What follows belongs to an exercise in optimizing a design on an open flow for small area; a production flow would make more cautious choices. Function was checked by simulation only, so behaviour that the tests miss may differ from the original.

## flow/design.v (module list and top-level ports; edited modules follow where they fit)
// module matrix_mult: 2384 lines
module matrix_mult(
    input clock,
    input reset,  
    input enable,
    input  [127:0] A,
    input  [127:0] B,
    output reg [127:0] C,
    output reg done
    );
  // ...
==> flow/flow/run.sh <==
#!/bin/bash
# Layout flow: the standard synthesis, then the same circuit as a gate
# netlist written by gen2.py (which keeps the standard synthesis's registers,
# names and cell types), then the standard layout with the port buffers
# made of buf_1 cells.
set -euo pipefail
LOW=8
R=orfs/results/${FLOW_PLATFORM}/matrix_mult/base

bash standard.sh synth > synth_standard.log 2>&1

# 2. the gate netlist of the same circuit
python3 flow/gen2.py --low $LOW --rtl > gen_rtl.v 2> gen_rtl.log
if ! cmp -s gen_rtl.v design.v; then
    echo "warning: design.v differs from gen2.py --rtl" >> gen_rtl.log
fi
cp $R/1_2_yosys.v synth_standard_netlist.v
python3 flow/gen2.py --low $LOW --netlist synth_standard_netlist.v > netlist.v 2> gen_netlist.log
cp netlist.v $R/1_2_yosys.v
rm -f $R/1_synth.odb $R/1_synth.sdc
bash standard.sh synth > synth_netlist.log 2>&1

# 3. the standard layout
bash standard.sh "BUFFER_PORTS_ARGS=-buffer_cell sky130_fd_sc_hd__buf_1" finish > layout.log 2>&1
==> flow/standard.sh <==
#!/bin/bash
# synth_recipe.tcl (not shown) runs the flow's synth.tcl, then flattens the netlist and writes it again
# the make line also repeats each setting of config.mk as NAME=value (left out here)
make -C /OpenROAD-flow-scripts/flow DESIGN_CONFIG=/design/flow/config.mk WORK_HOME=/design/flow/orfs CLKGATE_MAP_FILE= SYNTH_SCRIPT=/design/flow/synth_recipe.tcl "${@:-finish}"
==> flow/config.mk <==
export PLATFORM = sky130hd
export DESIGN_NAME = matrix_mult
export DESIGN_NICKNAME = matrix_mult
export VERILOG_FILES = /design/flow/design.v
export SDC_FILE = /design/flow/constraint.sdc
export NUM_CORES = 4
export LEC_CHECK = 0
export CAP_MARGIN = 20
export CORE_MARGIN = 2
export CORE_UTILIZATION = 45
export PLACE_DENSITY = 0.55
export SLEW_MARGIN = 20
==> flow/constraint.sdc <==
create_clock -name core_clock -period 10.0 [get_ports {clock}]
set_input_delay 2.0000 -clock core_clock [delete_from_list [all_inputs] [get_ports {clock}]]
set_output_delay 2.0000 -clock core_clock [all_outputs]
set_load 0.01 [all_outputs]
Not shown: flow/flow/gen2.py
==> summary.md, run 1 <==
| Metric | Value |
|---|---|
| Number of diodes | 0 |
| Rel. slew slack | 34.6% |
| Setup Skew | 0.0124 ns |
| Routed vias | 23075 |
| First-pass GRT wire length | 155000 um |
| Outcome | no timing/DRC/antenna violations |
| Signal buffers share of area | around 6.4% |
| PortBufs | 387 |
| Crit path required time | 10.19 ns |
| Initial antenna violation count | 2 |
| Nonclk inv count | 183 |
| Hold-fix buffers, CTS | 0 |
| Final WL | about 110000 um |
| DR vias/cell | 7.42 |
| Vias in the first global route | roughly 23000 |
| Worst path depth | 25 |
| Finished Core Util | between 50% and 60% |
| Max-cap violations | 0 |
| Critical path peak fanout | 4 |
| Dominant kind of cell by area | multi-input combinational cells |
| Clk buf depth | 2 |
| Height of the die | 239 um |
| DR pass1 iterations | 22 |
| Residual DRC | 0 |
==> run 2: changes to the inputs <==
--- a/flow/config.mk
+++ b/flow/config.mk
@@ -6,6 +6,8 @@
 export NUM_CORES = 4
 export LEC_CHECK = 0
 export CAP_MARGIN = 20
+export CELL_PAD_IN_SITES_DETAIL_PLACEMENT = 1
+export CELL_PAD_IN_SITES_GLOBAL_PLACEMENT = 1
 export CORE_MARGIN = 2
 export CORE_UTILIZATION = 45
 export PLACE_DENSITY = 0.55
==> summary.md, run 2 <==
| Metric | Value |
|---|---|
| Max-slew violations | 0 |
| Number of diodes | 0 (unchanged) |
| Clk buf depth | 2 (unchanged) |
| Max-cap violations | 0 (unchanged) |
| Total gr overflow | 0 |
| Residual DRC | 0 (unchanged) |
| Routed vias | 23394 (+1.4%) |
| Worst setup path category | register to register |
| Crit path required time | 10.16 ns (-0.03 ns) |
| Hold-fix buffers, CTS | 0 (unchanged) |
| Count of final setup violators | 0 |
| Gpl congestion | 0.961 |
| Worst-Skew Late Latency | 0.47 ns |
| Syn_area_per_cell | 12.8 um^2 |
| DR vias/cell | 7.46 (+0.51%) |
| CP startpoint kind | register |
| RSZ-0062 raised after global routing | false |
| Layout Nets | 3161 |
| Most frequent cells in the layout | a222oi_1, fa_1, buf_1 |
| Hold Vio Cnt, Final | 0 |
| Area delta synth->final | 14.2% |
| Max Clk Rate | 103 MHz |
| Yosys warnings | 1 |
| Most common cell after layout, fill and taps aside | a222oi_1 |
| Dpl hpwl | 83300 um |
| Final period util | 97.2% |
| Share of cells above drive strength 1 | 12.4% |
| Clk root buf | clkbuf_16 |
| H-tree levels | 4 |
| DP Cell Count | around 3100 |
| Worst-margin pin slew | 0.973 ns |
| Largest Register | C |
| Wire per inst | 35.1 um |
| Fillers | 5842 |
| Core ar. | 54900 um^2 |
| Max FFs per register | 128 |
| Setup Skew | 0.0189 ns (+0.00650 ns) |
| Number of core rows | 86 |
| Syn Inst Count | 1941 |
| Synth Cell Area | 24900 um^2 |
| Final WL | 110000 um (+3.4%) |
| IO Pins | between 300 and 400 |
| Post-Layout Cell Count | about 3100 |
| PortBufs | 387 (unchanged) |
| DR pass1 iterations | 19 (-14%) |
| Rel. slew slack | 35.1% (+0.54 points) |
| CTS tree | yes |
| CTS clock-pin slew for the worst setup and hold paths | 0.08 ns |
| Outcome | no timing/DRC/antenna violations |
| DIE AREA | 57300 um^2 |
| Height of the die | 239 um (unchanged) |
| Number of DRC markers in iteration 0 | 5948 |
| Post-route ant nets | 0 |
| CP arrival | approximately 10 ns |
| First-pass GRT wire length | 160000 um (+2.8%) |
| Fin crit period | 9.72 ns |
| Sink Count | 188 |
| Vias in the first global route | 24386 (+4.6%) |
| Initial core utilization | a little under half |
| Setup TNS Final | 0 ns |
| Total GRT Usage | 38.1% |
| Min-Delay Path Class | register to register |
| Die width | 239 um |
| TritonCTS Buffers | 17 |
| Net Count, Synth | 2681 |
| Pin count of the biggest net entering global routing | 37 |
| Critical path peak fanout | 4 (unchanged) |
| Initial antenna violation count | 0 (-2) |
| Setup crit end kind | register |
| Largest registers | C (128), k (2) |
## run 2: cell count changes in the layout (fill, tap and decap cells not counted)
cell / change
inv_8: -2
buf_4: +27
a21oi_1: +1
inv_6: +2
a21oi_2: -1
## run 2: repair_timing
action / 4_1_cts / 5_1_grt
pin swaps: 1 / 3
gates resized for setup: 6 / 6
endpoints found under the setup margin: 8 / 8
buffers inserted: 0 / 0
## run 2: through the flow
stage | hold slack [ns] | util (%) | instance area [um^2] | setup slack, ns
CTS | 0.545 | 51.8 | 28400 | 0.0330
finish | 0.548 | 51.9 | 28500 | 0.277
global route | 0.555 | 51.9 | 28500 | 0.0508
global placement | 0.518 | 50.7 | 27800 | -0.108
detailed placement | 0.533 | 50.7 | 27800 | -0.232
floorplan | 0.513 | - | 24900 | 0.445
## run 2: path summary, 6_finish.rpt
path / from / endpoint / slack, ns / cells after the start
min reg2reg: lo4$_DFF_P_ / C[100]$_DFFE_PP_ / 0.55 / 1
max: cs0_8$_DFF_P_ / C[94]$_DFFE_PP_ / 0.28 / 24
min: lo4$_DFF_P_ / C[100]$_DFFE_PP_ / 0.55 / 1
max reg2reg: cs0_8$_DFF_P_ / C[94]$_DFFE_PP_ / 0.28 / 24
## run 2: critical path, cell delays in order, from the launching register on
cell and delay [ns]:
dfxtp_1 0.32, fa_1 0.44, fa_1 0.40, fa_1 0.40, fa_2 0.38, fa_2 0.38, fa_1 0.39, fa_2 0.36
fa_2 0.41, fa_2 0.36, fa_2 0.39, fa_1 0.39, fa_1 0.39, fa_2 0.36, fa_1 0.38, fa_1 0.40
fa_1 0.40, fa_2 0.35, fa_1 0.39, fa_1 0.39, fa_1 0.38, fa_1 0.41, fa_2 0.36, fa_2 0.52
nor2_1 0.07
## run 2: routing by layer
layer  track usage [%]  vias to the layer above  routed length [um]
met2              60.3                     2018               50600
met3              8.25                      465               13200
met4              24.8                        0                8760
met5             0.433                        -                   0
li1                  -                     9073                   -
met1              47.2                    11838               37500
## run 2: layout make-up
class | instances | area, um^2 | area share, %
inverters | 183 | 687 | 2.41
multi-input cells | 1570 | 19200 | 67.5
clock buffers | 17 | 425 | 1.49
well taps | 704 | 881 | 3.09
flip-flops and latches | 188 | 5040 | 17.7
repair buffers | 461 | 2010 | 7.06
clock inverters | 15 | 196 | 0.690

## separate check: timing with driven ports
The results above use ideal ports. As a check the final layouts listed here were re-extracted and re-timed, cells and wires unchanged.
Step 1 (the two cells are an assumption about what drives the block):
set clk [get_ports {clock}]
set_driving_cell -lib_cell sky130_fd_sc_hd__clkbuf_16 $clk
set_driving_cell -lib_cell sky130_fd_sc_hd__buf_2 [delete_from_list [all_inputs] $clk]
Step 2 moves the port delays by t, midway between the first and last clock arrival at a register: inputs arrive t later, outputs are due t later. That takes back most of the time a late clock gives input paths.
a / b / c = ideal / step 1 / step 2; a / b = the first two.
| run | t, ns | setup slack, ns | latest minus earliest clock arrival (ns) | worst slew at a driven data input, ns | pins driven straight from the clock port |
|---|---|---|---|---|---|
| run 1 | 0.519 | 0.315 / 0.315 / 0.098 | 0.016 / 0.016 | 0.05 | 1 |
| run 2 | 0.518 | 0.277 / 0.277 / 0.196 | 0.021 / 0.021 | 0.07 | 1 |
After both steps every run listed still meets setup and hold. For run 1, which loses most, drivers alone change the setup slack by 0.000 ns; drivers and shift together by -0.217 ns.
